This design comes from an exercise in tuning for small area, a short achievable clock period and few clock cycles per item on the open sky130 flow, not from production work.
Where RTL was checked, it was by simulation tests only, not by an equivalence proof against the original.

==> 04-06: inputs <==
## Milestone1_convert
module Milestone1_convert (
	input  logic          Clock,
	input  logic          Resetn,
	input  logic          Enable,
	input  logic   [15:0] SRAM_read_data,
	input  logic          redo,
	output logic          SRAM_we_n,
	output logic   [17:0] SRAM_address,
	output logic   [15:0] SRAM_write_data,
	output logic          Finish
);
Settings: LEC_CHECK=0, CAP_MARGIN=20, CORE_MARGIN=2, CORE_UTILIZATION=40, SLEW_MARGIN=20, SYNTH_HIERARCHICAL=1; clock period 14.0 ns.
standard.sh (not shown) runs the stock make flow with config.mk's settings and CLKGATE_MAP_FILE= SYNTH_SCRIPT=/design/flow/synth_recipe.tcl, a recipe that flattens the netlist after the stock synthesis.
==> flow/flow/run.sh <==
#!/bin/bash
# Standard ORFS layout (standard.sh) with these changes in how it is made:
#  - the port buffers are buf_4 cells instead of the buffer ORFS picks
#  - clock tree: clkbuf_16 root, clkbuf_4 and clkbuf_8 buffers over small sink
#    clusters, no dummy loads
#  - timing repair aims at a setup margin below the design's clock period
# The SDC, clock period and I/O constraints are the standard flow's, unchanged.  ORFS
# writes each step's log under orfs/logs; make's own output goes to
# orfs_make.log here.
set -euo pipefail
bash standard.sh SETUP_SLACK_MARGIN=10.0 \
  "BUFFER_PORTS_ARGS=-buffer_cell sky130_fd_sc_hd__buf_4" \
  "CTS_ARGS=-sink_clustering_enable -repair_clock_nets -root_buf sky130_fd_sc_hd__clkbuf_16 -buf_list {sky130_fd_sc_hd__clkbuf_4 sky130_fd_sc_hd__clkbuf_8} -sink_clustering_size 12 -sink_clustering_max_diameter 40 -dont_use_dummy_load" \
  finish > orfs_make.log 2>&1
==> 02-16: changes against 04-06 <==
==> flow/flow/run.sh (replaced) <==
#!/bin/bash
# Standard ORFS layout (standard.sh) with these changes in how it is made:
#  - the port buffers are buf_2 cells instead of the buffer ORFS picks
#  - clock tree: clkbuf_16 root, clkbuf_8 leaf buffers over small sink
#    clusters, no dummy loads
#  - timing repair aims at a setup margin below the design's clock period
# The SDC, clock period and I/O constraints are the standard flow's, unchanged.  ORFS
# writes each step's log under orfs/logs; make's own output goes to
# orfs_make.log here.
set -euo pipefail
bash standard.sh SETUP_SLACK_MARGIN=10.0 \
  "BUFFER_PORTS_ARGS=-buffer_cell sky130_fd_sc_hd__buf_2" \
  "CTS_ARGS=-sink_clustering_enable -repair_clock_nets -root_buf sky130_fd_sc_hd__clkbuf_16 -buf_list sky130_fd_sc_hd__clkbuf_8 -sink_clustering_size 18 -sink_clustering_max_diameter 50 -dont_use_dummy_load" \
  finish > orfs_make.log 2>&1
CORE_UTILIZATION = 55   (was 40)
==> 06-15: changes against 04-06 <==
--- a/flow/design.v
+++ b/flow/design.v
@@ -102,11 +102,11 @@
 logic        run;           
 logic [3:0]  nph;           
 logic [7:0]  nk;            
 logic        nlead;         
 logic [15:0] y_addr;        
-logic [15:0] u_addr;        
+logic [17:0] u_addr;        
 logic [17:0] rgb_addr;      
 logic [1:0]  tag_a, tag_b, tag_c;    
 logic [2:0]  kind_a, kind_b;         
 logic        c_even, c_ph1, c_isb, c_firv, c_ldv, c_ldu, c_ph2;
 logic [2:0]  c_kind;
@@ -188,45 +188,37 @@
 always_ff @(posedge Clock) begin
 	SRAM_we_n <= ~(run && wr);
 end
 always_ff @(posedge Clock or negedge Resetn) begin
 	if (!Resetn) begin
-		run <= 1'b0;
-	end else if (run) begin
-		if (nph == 4'd7 && y_addr == 16'd38400) run <= 1'b0;
-	end else if (!Finish && Enable) begin
-		run <= 1'b1;
-	end
-end
-always_ff @(posedge Clock) begin
-	if (!Resetn) begin
-		Finish <= 1'b0;
-	end else if (run) begin
-		if (nph == 4'd7 && y_addr == 16'd38400) Finish <= 1'b1;
-	end else if (Finish && redo) begin
-		Finish <= 1'b0;
+		run       <= 1'b0;
+		Finish    <= 1'b0;
+	end else begin
+		if (run) begin
+			if (nph == 4'd7 && y_addr == 16'd38400) begin
+				run    <= 1'b0;
+				Finish <= 1'b1;
+			end
+		end else if (Finish) begin
+			if (redo) Finish <= 1'b0;
+		end else if (Enable) begin
+			run <= 1'b1;
+		end
 	end
 end
-logic [17:0] v_addr, a_sel, a_inc;
-assign v_addr = {1'b0, u_addr[15:8] + 9'd75, u_addr[7:0]};    
-always_comb begin
-	a_sel = rgb_addr;
-	if (rd_y) a_sel = {2'd0, y_addr};
-	if (rd_u) a_sel = {2'd0, u_addr};
-	if (rd_v) a_sel = v_addr;
-end
-assign a_inc = a_sel + 18'd1;
+logic [17:0] v_addr;
+assign v_addr = {u_addr[17:8] + 10'd75, u_addr[7:0]};    
 always_ff @(posedge Clock) begin
 	tag_b  <= tag_a;
 	tag_c  <= tag_b;
 	kind_b <= kind_a;
 	if (!run) begin
 		nph      <= 4'd0;
 		nk       <= 8'd156;
 		nlead    <= 1'b1;
 		y_addr   <= 16'd0;
-		u_addr   <= 16'd38400;
+		u_addr   <= 18'd38400;
 		rgb_addr <= 18'd146944;
 		SRAM_address <= 18'd57600;
 		tag_a    <= (Enable && !Finish) ? T_V : T_NONE;
 		kind_a   <= K_NONE;
 		kind_b   <= K_NONE;
@@ -247,17 +239,28 @@
 		c_ldu  <= (nph == 4'd2);
 		c_ph2  <= (nph == 4'd2);
 		{c_ins_u, c_ins_v} <= ins_of(nph, nk);
 		kind_a <= nlead ? K_NONE : c_kind;
 		tag_a <= T_NONE;
-		if (rd_y) tag_a <= T_Y;
-		if (rd_u) tag_a <= T_U;
-		if (rd_v) tag_a <= T_V;
-		SRAM_address <= a_sel;
-		if (rd_y) y_addr   <= a_inc[15:0];
-		if (rd_u) u_addr   <= a_inc[15:0];
-		if (wr)   rgb_addr <= a_inc;
+		if (rd_y) begin
+			SRAM_address <= {2'd0, y_addr};
+			y_addr <= y_addr + 16'd1;
+			tag_a  <= T_Y;
+		end
+		if (rd_u) begin
+			SRAM_address <= u_addr;
+			u_addr <= u_addr + 18'd1;
+			tag_a  <= T_U;
+		end
+		if (rd_v) begin
+			SRAM_address <= v_addr;
+			tag_a  <= T_V;
+		end
+		if (wr) begin
+			SRAM_address <= rgb_addr;
+			rgb_addr <= rgb_addr + 18'd1;
+		end
 	end
 end
 always_ff @(posedge Clock) begin
 	if (tag_c == T_Y) y_lo <= SRAM_read_data[7:0];
 	if (tag_c == T_U) hu   <= SRAM_read_data[7:0];
==> flow/run.sh (new file) <==
#!/bin/bash
# synth_recipe.tcl (not shown) runs the flow's synth.tcl, then flattens the netlist and writes it again
# the make line also repeats each setting of config.mk as NAME=value (left out here)
make -C /OpenROAD-flow-scripts/flow DESIGN_CONFIG=/design/flow/config.mk WORK_HOME=/design/flow/orfs CLKGATE_MAP_FILE= SYNTH_SCRIPT=/design/flow/synth_recipe.tcl finish
removed: flow/flow/run.sh
removed: flow/standard.sh
==> comparison <==
In 06-15 the synthesized cell count is larger than in 04-06, by about 0.75%.
Sequential share of layout area: 06-15 < 04-06 < 02-16.
Of 06-15 and 02-16, 02-16 has the higher maximum frequency (gap about 11%, measured against 02-16).
In sequential cell count, 02-16 and 04-06 do not differ.
Area after synthesis is about the same in 02-16 and 06-15.
Via count, highest first: 06-15, 04-06, 02-16.
The lowest core utilization belongs to 04-06, the highest to 02-16.
Hold slack: 04-06 < 06-15 < 02-16.
Testbench counts of 04-06, summed over its fixed seeds: cycles 1,547,720, frames 8.
Testbench counts of 02-16, summed over its fixed seeds: cycles 1,547,720, frames 8.
Testbench counts of 06-15, summed over its fixed seeds: cycles 1,547,720, frames 8.

* * *

==> inputs of v15 <==
Milestone1_convert, a different RTL version from the one above (not shown whole).
clock: 14.0 ns
lec_check: 0
cap_margin: 20
core_margin: 2
core_utilization: 40
slew_margin: 20
synth_hierarchical: 1
==> flow/flow/run.sh <==
#!/bin/bash
# Standard ORFS layout (standard.sh) with two changes in how it is made:
#  - the port buffers are buf_4 cells instead of the buffer ORFS picks
#  - timing repair aims at a setup margin below the design's clock period
# The SDC, clock period and I/O constraints are the standard flow's, unchanged.
set -euo pipefail
bash standard.sh SETUP_SLACK_MARGIN=10.0 "BUFFER_PORTS_ARGS=-buffer_cell sky130_fd_sc_hd__buf_4" finish > orfs_make.log 2>&1
==> v23: changes against v15 <==
==> flow/run.sh (new file) <==
#!/bin/bash
# synth_recipe.tcl (not shown) runs the flow's synth.tcl, then flattens the netlist and writes it again
# the make line also repeats each setting of config.mk as NAME=value (left out here)
make -C /OpenROAD-flow-scripts/flow DESIGN_CONFIG=/design/flow/config.mk WORK_HOME=/design/flow/orfs CLKGATE_MAP_FILE= SYNTH_SCRIPT=/design/flow/synth_recipe.tcl finish
removed: flow/flow/run.sh
removed: flow/standard.sh
==> out/results.md <==
| Step | Parameter | Reported |
|:---|:---|:---|
| outcome | Result of the run | finished clean |
| placed design | Placed cell count | 3017 |
| global routing | Met1 usage in global routing | 0.228 |
| final layout | Multi-input logic portion of the cell area | 0.502 |
| routing | Total number of vias | 16.4k |
| cts | Gates resized, CTS repair | 5 |
| timing | Unrepaired setup endpoints after global routing | yes |
| worst setup path | Ordered cell list for the critical path | buf_6 |
| placed design | Placed Area | 0.0276 mm2 |
| placed design | Detailed-placement wirelength estimate | 45.3 mm |
| cts | Clock buffer count from CTS | 48 |
| routing | Number of DRC violations after detailed-routing iteration 0 | 976 |
The numbers above come from v15.

==> out/results.md <==
| Step | Parameter | Reported |
|:---|:---|:---|
| outcome | Result of the run | finished clean |
| cts | # hold bufs at CTS | 0 |
| timing | Unrepaired setup endpoints after global routing | no |
| yosys | Number of register bits inferred by synthesis | 461 |
| final layout | Multi-input logic portion of the cell area | 0.500 |
| routing | Number of DRC violations after detailed-routing iteration 0 | 1034 |
| placed design | Placed Area | 0.0277 mm2 |
| global routing | Met1 usage in global routing | 0.232 |
| final layout | Count of buffers not belonging to the clock network in the layout | 62 |
| placed design | Detailed-placement wirelength estimate | 45.3 mm |
| cts | Gates resized, CTS repair | 0 |
| placed design | Placed cell count | 3018 |
The numbers above come from v23.

Testbench counts of v15, summed over its fixed seeds: cycles 1,545,808, frames 8.
Testbench counts of v23, summed over its fixed seeds: cycles 1,545,808, frames 8.

* * *

==> job 7367 <==
Milestone1_convert, a different RTL version from the one above (not shown whole).
## Milestone1_convert
module Milestone1_convert (
	input  logic          Clock,
	input  logic          Resetn,
	input  logic          Enable,
	input  logic   [15:0] SRAM_read_data,
	input  logic          redo,
	output logic          SRAM_we_n,
	output logic   [17:0] SRAM_address,
	output logic   [15:0] SRAM_write_data,
	output logic          Finish
);
clock: 14.0 ns
lec_check: 0
cap_margin: 20
core_margin: 2
core_utilization: 40
slew_margin: 20
==> flow/flow/run.sh <==
#!/bin/bash
# Standard ORFS layout (standard.sh), with timing repair aimed at a setup
# margin below the design's clock period.  The SDC and clock are unchanged.
set -euo pipefail
bash standard.sh SETUP_SLACK_MARGIN=9.5 finish > orfs_make.log 2>&1
==> inputs of job 7354, as changes to job 7367 <==
==> flow/run.sh (new file) <==
#!/bin/bash
# synth_recipe.tcl (not shown) runs the flow's synth.tcl, then flattens the netlist and writes it again
# the make line also repeats each setting of config.mk as NAME=value (left out here)
make -C /OpenROAD-flow-scripts/flow DESIGN_CONFIG=/design/flow/config.mk WORK_HOME=/design/flow/orfs CLKGATE_MAP_FILE= SYNTH_SCRIPT=/design/flow/synth_recipe.tcl finish
removed: flow/flow/run.sh
removed: flow/standard.sh
==> comparison table <==
Post-Route WL: job 7367 63800 µm; job 7354 63800 µm
Final worst-path cycle share: job 7367 30.9%; job 7354 32.0%
Final clock skew: job 7367 0.0609 ns; job 7354 0.0608 ns
Sequential fraction of total cell area: job 7367 36.4%; job 7354 36.3%
Fill cells: job 7367 6464; job 7354 6463
Delay of the slowest critical-path stage: job 7367 0.56 ns; job 7354 0.54 ns
Relative area of non-clock buffer cells in the final design: job 7367 1.91%; job 7354 1.92%
End point of the critical path: job 7367 SRAM_address[17]; job 7354 SRAM_we_n
F_max: job 7367 231 MHz; job 7354 223 MHz
Area grow syn2layout: job 7367 12.2%; job 7354 12.2%
Count of cells resized by post-cts repair: job 7367 1; job 7354 0
Data arrival at the endpoint of the critical path: job 7367 1.53 ns; job 7354 1.68 ns
Worst-case setup margin in the final layout: job 7367 9.67 ns; job 7354 9.52 ns
Sum of routed wire segments on met1: job 7367 29200 µm; job 7354 29200 µm
Result of the run: job 7367 finished clean; job 7354 finished clean
Post-route cell area: job 7367 0.0314 mm²; job 7354 0.0314 mm²
Origin of the worst setup path: job 7367 SRAM_address[17]; job 7354 SRAM_we_n
Crit-path max FO: job 7367 2; job 7354 1
Core Util, Final: job 7367 45.1%; job 7354 45.1%
Testbench counts of job 7367, summed over its fixed seeds: cycles 1,545,808, frames 8.
Testbench counts of job 7354, summed over its fixed seeds: cycles 1,545,808, frames 8.

* * *

==> inputs of v13 <==
Another version of the RTL of Milestone1_convert (not shown whole).
Settings: LEC_CHECK=0, CAP_MARGIN=20, CORE_MARGIN=2, CORE_UTILIZATION=40, SLEW_MARGIN=20; clock period 14.0 ns.
==> flow/flow/run.sh <==
#!/bin/bash
# Standard ORFS layout (standard.sh), with timing repair aimed at a setup
# margin below the design's clock period.  The SDC and clock are unchanged.
set -euo pipefail
bash standard.sh SETUP_SLACK_MARGIN=9.5 finish > orfs_make.log 2>&1
==> v19 (differences from v13) <==
==> flow/run.sh (new file) <==
#!/bin/bash
# synth_recipe.tcl (not shown) runs the flow's synth.tcl, then flattens the netlist and writes it again
# the make line also repeats each setting of config.mk as NAME=value (left out here)
make -C /OpenROAD-flow-scripts/flow DESIGN_CONFIG=/design/flow/config.mk WORK_HOME=/design/flow/orfs CLKGATE_MAP_FILE= SYNTH_SCRIPT=/design/flow/synth_recipe.tcl finish
removed: flow/flow/run.sh
removed: flow/standard.sh
==> summary.txt <==
metric                                                                  v13               v19
Result of the run                                  timing/DRC/antenna clean  timing/DRC/antenna clean
Worst r2r path cells                                                     22                25
Buffers, non-clock                                                      120                67
Arrival @ worst endpoint                                            6.32 ns           8.32 ns
Cell count along the critical path                                       22                25
Design area                                                       31130 µm²         30230 µm²
Pin count of the biggest net entering global routing                     61                60
Clock buffer and inverter area fraction after layout                 5.117%            5.426%
DRC violation total after the first TritonRoute iteration               945              1020
CP Data Required Time                                              14.45 ns          14.44 ns
Wire length per cell                                               18.05 µm          17.85 µm
Reg2Reg Launch Point                                       ph[1]$_SDFF_PN1_  ph[0]$_SDFF_PN1_
No run of this note included a check of the RTL's function; only the layout flow was run.

* * *

==> inputs of v7 <==
Milestone1_convert, a different RTL version from the one above (not shown whole).
export LEC_CHECK = 0
export CAP_MARGIN = 20
export CORE_MARGIN = 2
export CORE_UTILIZATION = 40
export SLEW_MARGIN = 20
export SYNTH_HIERARCHICAL = 1
create_clock -name core_clock -period 14.0 [get_ports {Clock}]
==> flow/flow/run.sh <==
#!/bin/bash
# Standard ORFS layout (standard.sh) with these changes in how it is made:
#  - the port buffers are buf_4 cells instead of the buffer ORFS picks
#  - clock tree: larger sink clusters, no dummy loads
#  - timing repair aims at a setup margin below the design's clock period
# The SDC, clock period and I/O constraints are the standard flow's, unchanged.
set -euo pipefail
bash standard.sh SETUP_SLACK_MARGIN=10.15 \
  "BUFFER_PORTS_ARGS=-buffer_cell sky130_fd_sc_hd__buf_4" \
  "CTS_ARGS=-sink_clustering_enable -repair_clock_nets -sink_clustering_size 36 -sink_clustering_max_diameter 70 -dont_use_dummy_load" \
  finish > orfs_make.log 2>&1
==> v30: changes against v7 <==
==> flow/flow/run.sh (replaced) <==
#!/bin/bash
# Standard ORFS layout (standard.sh) with these changes in how it is made:
#  - the port buffers are buf_4 cells instead of the buffer ORFS picks
#  - clock tree: larger sink clusters, no dummy loads
#  - timing repair aims at a setup margin below the design's clock period
# The SDC, clock period and I/O constraints are the standard flow's, unchanged.
set -euo pipefail
bash standard.sh SETUP_SLACK_MARGIN=10.0 \
  "BUFFER_PORTS_ARGS=-buffer_cell sky130_fd_sc_hd__buf_4" \
  "CTS_ARGS=-sink_clustering_enable -repair_clock_nets -sink_clustering_size 36 -sink_clustering_max_diameter 70 -dont_use_dummy_load" \
  finish > orfs_make.log 2>&1
- CORE_UTILIZATION: 40 -> 60
==> v1: changes against v7 <==
--- a/flow/design.v
+++ b/flow/design.v
@@ -336,33 +336,36 @@
 	p_ytl <= yl_m;
 	p_ytc <= yc_m;
 	p_yth <= yh_m;
 	p_u   <= su9;
 	p_u3  <= {2'd0, su9} + {1'b0, su9, 1'b0};
 	p_v   <= sv9;
 	p_v3  <= {2'd0, sv9} + {1'b0, sv9, 1'b0};
 end
-logic [10:0] q_r, q_g, q_b, m_r, m_g, m_b;
-logic        q_rc, q_gc, q_bc, m_rc, m_gc, m_bc;
+logic [10:0] q_ra, q_rb, q_ga, q_gb, q_ba, q_bb;
+logic        q_rc, q_gc, q_bc;
+logic [10:0] m_ra, m_rb, m_ga, m_gb, m_ba, m_bb;
+logic        m_rc, m_gc, m_bc;
 pix_sum u_pix (.ytl(p_ytl), .ytc(p_ytc), .yth(p_yth),
 	.pu(p_u), .pu3(p_u3), .pv(p_v), .pv3(p_v3),
-	.rh(m_r), .rc(m_rc), .gh(m_g), .gc(m_gc), .bh(m_b), .bc(m_bc));
+	.ra(m_ra), .rb(m_rb), .rc(m_rc), .ga(m_ga), .gb(m_gb), .gc(m_gc),
+	.ba(m_ba), .bb(m_bb), .bc(m_bc));
 always_ff @(posedge Clock) begin
-	q_r <= m_r; q_rc <= m_rc;
-	q_g <= m_g; q_gc <= m_gc;
-	q_b <= m_b; q_bc <= m_bc;
+	q_ra <= m_ra; q_rb <= m_rb; q_rc <= m_rc;
+	q_ga <= m_ga; q_gb <= m_gb; q_gc <= m_gc;
+	q_ba <= m_ba; q_bb <= m_bb; q_bc <= m_bc;
 end
 function automatic logic [7:0] clip(input logic [10:0] s);
 	clip = s[10] ? 8'd0 : (|s[9:8]) ? 8'd255 : s[7:0];
 endfunction
 logic [10:0] s_r, s_g, s_b;
-assign s_r = q_r + {10'd0, q_rc};
-assign s_g = q_g + {10'd0, q_gc};
-assign s_b = q_b + {10'd0, q_bc};
+assign s_r = q_ra + q_rb + {10'd0, q_rc};
+assign s_g = q_ga + q_gb + {10'd0, q_gc};
+assign s_b = q_ba + q_bb + {10'd0, q_bc};
 logic [7:0] r8, g8, b8;
 assign r8 = clip(s_r);
 assign g8 = clip(s_g);
 assign b8 = clip(s_b);
 always_ff @(posedge Clock) begin
 	case (kind_b)
 	K_EVEN:  SRAM_write_data <= {r8, g8};
 	K_ODD:   SRAM_write_data <= {b0_save, r8};
@@ -423,18 +426,19 @@
 csa_ha yp_47_h (.a(ny[7]), .b(y[6]), .s(yp_47), .co(yp_48));
 wire [14:0] yp_lo = {1'b0, {yp_31, yp_29, yp_27, yp_25, y[1], ny[1], y[0], ny[6], ny[5], ny[4], ny[3], ny[2], ny[1], y[0]}} + {1'b0, {yp_30, yp_28, yp_26, yp_24, yp_23, 1'b0, ny[7], 1'b0, 1'b0, 1'b0, 1'b0, 1'b0, ny[0], 1'b0}};
 assign lo = yp_lo[13:0];
 assign c = yp_lo[14];
 assign hi = {ny[7], ny[7], ny[7], yp_47, yp_45, yp_43, yp_41, yp_39, yp_37, yp_35, yp_33} + {1'b0, 1'b0, yp_48, yp_46, yp_44, yp_42, yp_40, yp_38, yp_36, yp_34, yp_32};
 endmodule
 module pix_sum(input wire [13:0] ytl, input wire ytc, input wire [10:0] yth,
   input wire [8:0] pu, input wire [10:0] pu3, input wire [8:0] pv, input wire [10:0] pv3,
-  output wire [10:0] rh, output wire rc, output wire [10:0] gh, output wire gc,
-  output wire [10:0] bh, output wire bc);
+  output wire [10:0] ra, output wire [10:0] rb, output wire rc,
+  output wire [10:0] ga, output wire [10:0] gb, output wire gc,
+  output wire [10:0] ba, output wire [10:0] bb, output wire bc);
 wire [0:0] ytc_v = ytc;
 wire [8:0] npu = ~pu;
 wire [10:0] npu3 = ~pu3;
 wire [8:0] npv = ~pv;
 wire [10:0] npv3 = ~pv3;
 wire sr_1, sr_2;
 csa_ha sr_1_h (.a(ytl[5]), .b(pv3[7]), .s(sr_1), .co(sr_2));
 wire sr_3, sr_4;
@@ -523,17 +527,18 @@
 csa_fa sr_85_f (.a(yth[7]), .b(pv3[8]), .c(pv3[7]), .s(sr_85), .co(sr_86));
 wire sr_87, sr_88;
 csa_ha sr_87_h (.a(yth[8]), .b(pv3[9]), .s(sr_87), .co(sr_88));
 wire sr_89, sr_90;
 csa_ha sr_89_h (.a(yth[9]), .b(npv3[10]), .s(sr_89), .co(sr_90));
 wire sr_91, sr_92;
 csa_ha sr_91_h (.a(yth[10]), .b(npv3[10]), .s(sr_91), .co(sr_92));
 wire [16:0] r_lo = {1'b0, {sr_69, sr_67, sr_65, sr_63, sr_61, sr_59, sr_57, sr_55, sr_53, sr_51, sr_49, pv[0], ytl[1], ytl[0], pv3[1], pv3[0]}} + {1'b0, {sr_68, sr_66, sr_64, sr_62, sr_60, sr_58, sr_56, sr_54, sr_52, sr_50, sr_48, sr_47, pv3[3], pv3[2], 1'b0, 1'b0}};
-assign rh = {sr_91, sr_89, sr_87, sr_85, sr_83, sr_81, sr_79, sr_77, sr_75, sr_73, sr_71} + {sr_90, sr_88, sr_86, sr_84, sr_82, sr_80, sr_78, sr_76, sr_74, sr_72, sr_70};
+assign ra = {sr_91, sr_89, sr_87, sr_85, sr_83, sr_81, sr_79, sr_77, sr_75, sr_73, sr_71};
+assign rb = {sr_90, sr_88, sr_86, sr_84, sr_82, sr_80, sr_78, sr_76, sr_74, sr_72, sr_70};
 assign rc = r_lo[16];
 wire sg_1, sg_2;
 csa_ha sg_1_h (.a(yth[0]), .b(ytc_v[0]), .s(sg_1), .co(sg_2));
 wire sg_3, sg_4;
 csa_ha sg_3_h (.a(yth[1]), .b(npu[7]), .s(sg_3), .co(sg_4));
 wire sg_5, sg_6;
 csa_ha sg_5_h (.a(ytl[4]), .b(pu3[3]), .s(sg_5), .co(sg_6));
 wire sg_7, sg_8;
@@ -668,17 +673,18 @@
 csa_fa sg_135_f (.a(sg_50), .b(sg_91), .c(sg_90), .s(sg_135), .co(sg_136));
 wire sg_137, sg_138;
 csa_fa sg_137_f (.a(sg_52), .b(sg_93), .c(sg_92), .s(sg_137), .co(sg_138));
 wire sg_139, sg_140;
 csa_fa sg_139_f (.a(sg_54), .b(sg_95), .c(sg_94), .s(sg_139), .co(sg_140));
 wire sg_141, sg_142;
 csa_fa sg_141_f (.a(yth[9]), .b(npv3[10]), .c(sg_96), .s(sg_141), .co(sg_142));
 wire [16:0] g_lo = {1'b0, {sg_121, sg_119, sg_117, sg_115, sg_113, sg_111, sg_109, sg_107, sg_105, sg_103, sg_101, sg_99, npv[3], ytl[0], npv[1], pv[0]}} + {1'b0, {sg_120, sg_118, sg_116, sg_114, sg_112, sg_110, sg_108, sg_106, sg_104, sg_102, sg_100, sg_98, sg_97, npv[2], npv[0], 1'b0}};
-assign gh = {~yth[10], sg_141, sg_139, sg_137, sg_135, sg_133, sg_131, sg_129, sg_127, sg_125, sg_123} + {sg_142, sg_140, sg_138, sg_136, sg_134, sg_132, sg_130, sg_128, sg_126, sg_124, sg_122};
+assign ga = {~yth[10], sg_141, sg_139, sg_137, sg_135, sg_133, sg_131, sg_129, sg_127, sg_125, sg_123};
+assign gb = {sg_142, sg_140, sg_138, sg_136, sg_134, sg_132, sg_130, sg_128, sg_126, sg_124, sg_122};
 assign gc = g_lo[16];
 wire sb_1, sb_2;
 csa_ha sb_1_h (.a(ytl[5]), .b(pu3[7]), .s(sb_1), .co(sb_2));
 wire sb_3, sb_4;
 csa_ha sb_3_h (.a(ytl[6]), .b(npu3[8]), .s(sb_3), .co(sb_4));
 wire sb_5, sb_6;
 csa_fa sb_5_f (.a(ytl[7]), .b(pu3[9]), .c(pu3[6]), .s(sb_5), .co(sb_6));
 wire sb_7, sb_8;
@@ -755,17 +761,18 @@
 csa_fa sb_77_f (.a(yth[6]), .b(npu[5]), .c(pu[4]), .s(sb_77), .co(sb_78));
 wire sb_79, sb_80;
 csa_fa sb_79_f (.a(yth[7]), .b(npu[6]), .c(pu[5]), .s(sb_79), .co(sb_80));
 wire sb_81, sb_82;
 csa_fa sb_81_f (.a(yth[8]), .b(npu[7]), .c(pu[6]), .s(sb_81), .co(sb_82));
 wire sb_83, sb_84;
 csa_fa sb_83_f (.a(yth[9]), .b(pu[8]), .c(pu[7]), .s(sb_83), .co(sb_84));
 wire [16:0] b_lo = {1'b0, {sb_63, sb_61, sb_59, sb_57, sb_55, sb_53, sb_51, sb_49, sb_47, sb_45, sb_43, sb_41, pu3[0], ytl[0], pu3[1], pu3[0]}} + {1'b0, {sb_62, sb_60, sb_58, sb_56, sb_54, sb_52, sb_50, sb_48, sb_46, sb_44, sb_42, sb_40, sb_39, pu3[2], 1'b0, 1'b0}};
-assign bh = {~yth[10], sb_83, sb_81, sb_79, sb_77, sb_75, sb_73, sb_71, sb_69, sb_67, sb_65} + {sb_84, sb_82, sb_80, sb_78, sb_76, sb_74, sb_72, sb_70, sb_68, sb_66, sb_64};
+assign ba = {~yth[10], sb_83, sb_81, sb_79, sb_77, sb_75, sb_73, sb_71, sb_69, sb_67, sb_65};
+assign bb = {sb_84, sb_82, sb_80, sb_78, sb_76, sb_74, sb_72, sb_70, sb_68, sb_66, sb_64};
 assign bc = b_lo[16];
 endmodule
 module fir_sum(input wire [8:0] p1, input wire [8:0] np2, input wire [8:0] p3, input wire [8:0] np3,
   output wire [8:0] hi, output wire c);
 wire fi_1, fi_2;
 csa_ha fi_1_h (.a(p1[8]), .b(p1[6]), .s(fi_1), .co(fi_2));
 wire fi_3, fi_4;
 csa_fa fi_3_f (.a(p1[5]), .b(p1[3]), .c(p1[1]), .s(fi_3), .co(fi_4));
==> flow/flow/run.sh (replaced) <==
#!/bin/bash
# Standard ORFS layout (standard.sh) with two changes in how it is made:
#  - the port buffers are buf_4 cells instead of the buffer ORFS picks
#  - timing repair aims at a setup margin below the design's clock period
# The SDC, clock period and I/O constraints are the standard flow's, unchanged.
set -euo pipefail
bash standard.sh SETUP_SLACK_MARGIN=10.0 "BUFFER_PORTS_ARGS=-buffer_cell sky130_fd_sc_hd__buf_4" finish > orfs_make.log 2>&1
- CTS_CLUSTER_DIAMETER: unset -> 70
- CTS_CLUSTER_SIZE: unset -> 44
==> qor summary <==
quantity	v7	v1	v30
Result of the run	timing/DRC/antenna clean	timing/DRC/antenna clean	timing/DRC/antenna clean
Number of rows created at floorplan	92	94	75
Multi-input gates	1538	1499	1537
Wire length of the first global-routing pass	95.56 mm	94.10 mm	90.27 mm
Met1 wire length	25.75 mm	26.72 mm	26.80 mm
Fraction of standard cell area that is sequential	37.33%	39.09%	38.25%
End of the worst register-to-register path	g_h[8]	g_h[6]	g_h[8]
Time the final worst path needs with I/O delays and setup	3.908 ns	3.934 ns	3.954 ns
Adder and majority cell fraction of the synthesized area	27.18%	26.17%	27.18%
Final core utilization	44.65%	43.46%	65.15%
Distinct cells, synth	94	101	94
R2R Path Start	f_p1[8]	f_p1[6]	f_p1[6]
Die Footprint	65980 sq um	67970 sq um	44300 sq um
Endpoint of the worst hold path	tag_b[0]	tag_c[0]	tag_c[1]
Hold Crit Start	tag_a[0]	tag_b[0]	tag_b[1]
Highest attainable clock frequency	255.9 MHz	254.2 MHz	252.9 MHz
Fraction of met3 tracks used by global routing	2.147%	2.953%	3.352%
Grt met2 use	32.92%	29.92%	41.25%
Resized cells post-CTS	71	10	15
Post-CTS setup buffer count	4	3	2
Met3 layer wire length in the routed design	2.322 mm	2.695 mm	2.677 mm
No run of this note included a check of the RTL's function; only the layout flow was run.

port drivers added, routing unchanged:
No port has a modelled driver above. Below, the same layouts with a new extraction and two added sets of constraints.
Step 1 (the two cells are an assumption about what drives the block):
set clk [get_ports {Clock}]
set_driving_cell -lib_cell sky130_fd_sc_hd__clkbuf_16 $clk
set_driving_cell -lib_cell sky130_fd_sc_hd__buf_2 [delete_from_list [all_inputs] $clk]
Step 2 adds t to the input delays and takes it off the output delays; t is the mean of the earliest and latest rising clock arrival at the registers after step 1. Input paths then give back, and output paths get back, about the clock's delay inside the block.
Slacks: ideal ports / drivers / drivers and shift; pairs: ideal ports / drivers.
run	t (ns)	setup slack, ns	worst hold slack (ns)	slew at the worst register clock pin (ns)
04-06	0.599	10.184 / 10.122 / 10.273	0.315 / 0.315 / 0.315	0.08 / 0.08
02-16	0.580	10.175 / 10.118 / 10.247	0.337 / 0.337 / 0.337	0.10 / 0.10
06-15	0.630	9.695 / 9.639 / 9.785	0.325 / 0.325 / 0.325	0.06 / 0.06
v15	0.641	10.007 / 9.948 / 10.090	0.327 / 0.327 / 0.327	0.07 / 0.07
v23	0.643	9.577 / 9.516 / 9.820	0.330 / 0.330 / 0.330	0.06 / 0.06
job 7367	0.677	9.668 / 9.599 / 10.123	0.328 / 0.328 / 0.328	0.07 / 0.07
job 7354	0.677	9.521 / 9.451 / 10.123	0.328 / 0.328 / 0.328	0.07 / 0.07
v13	0.637	8.130 / 8.130 / 8.130	0.326 / 0.326 / 0.326	0.07 / 0.07
v19	0.629	6.120 / 6.120 / 6.120	0.329 / 0.329 / 0.329	0.07 / 0.07
v7	0.637	10.092 / 10.034 / 10.107	0.325 / 0.325 / 0.325	0.12 / 0.12
v30	0.621	10.047 / 9.991 / 10.073	0.345 / 0.345 / 0.345	0.12 / 0.12
v1	0.653	10.066 / 10.011 / 10.112	0.334 / 0.334 / 0.334	0.12 / 0.12
After both steps every run listed still meets setup and hold.
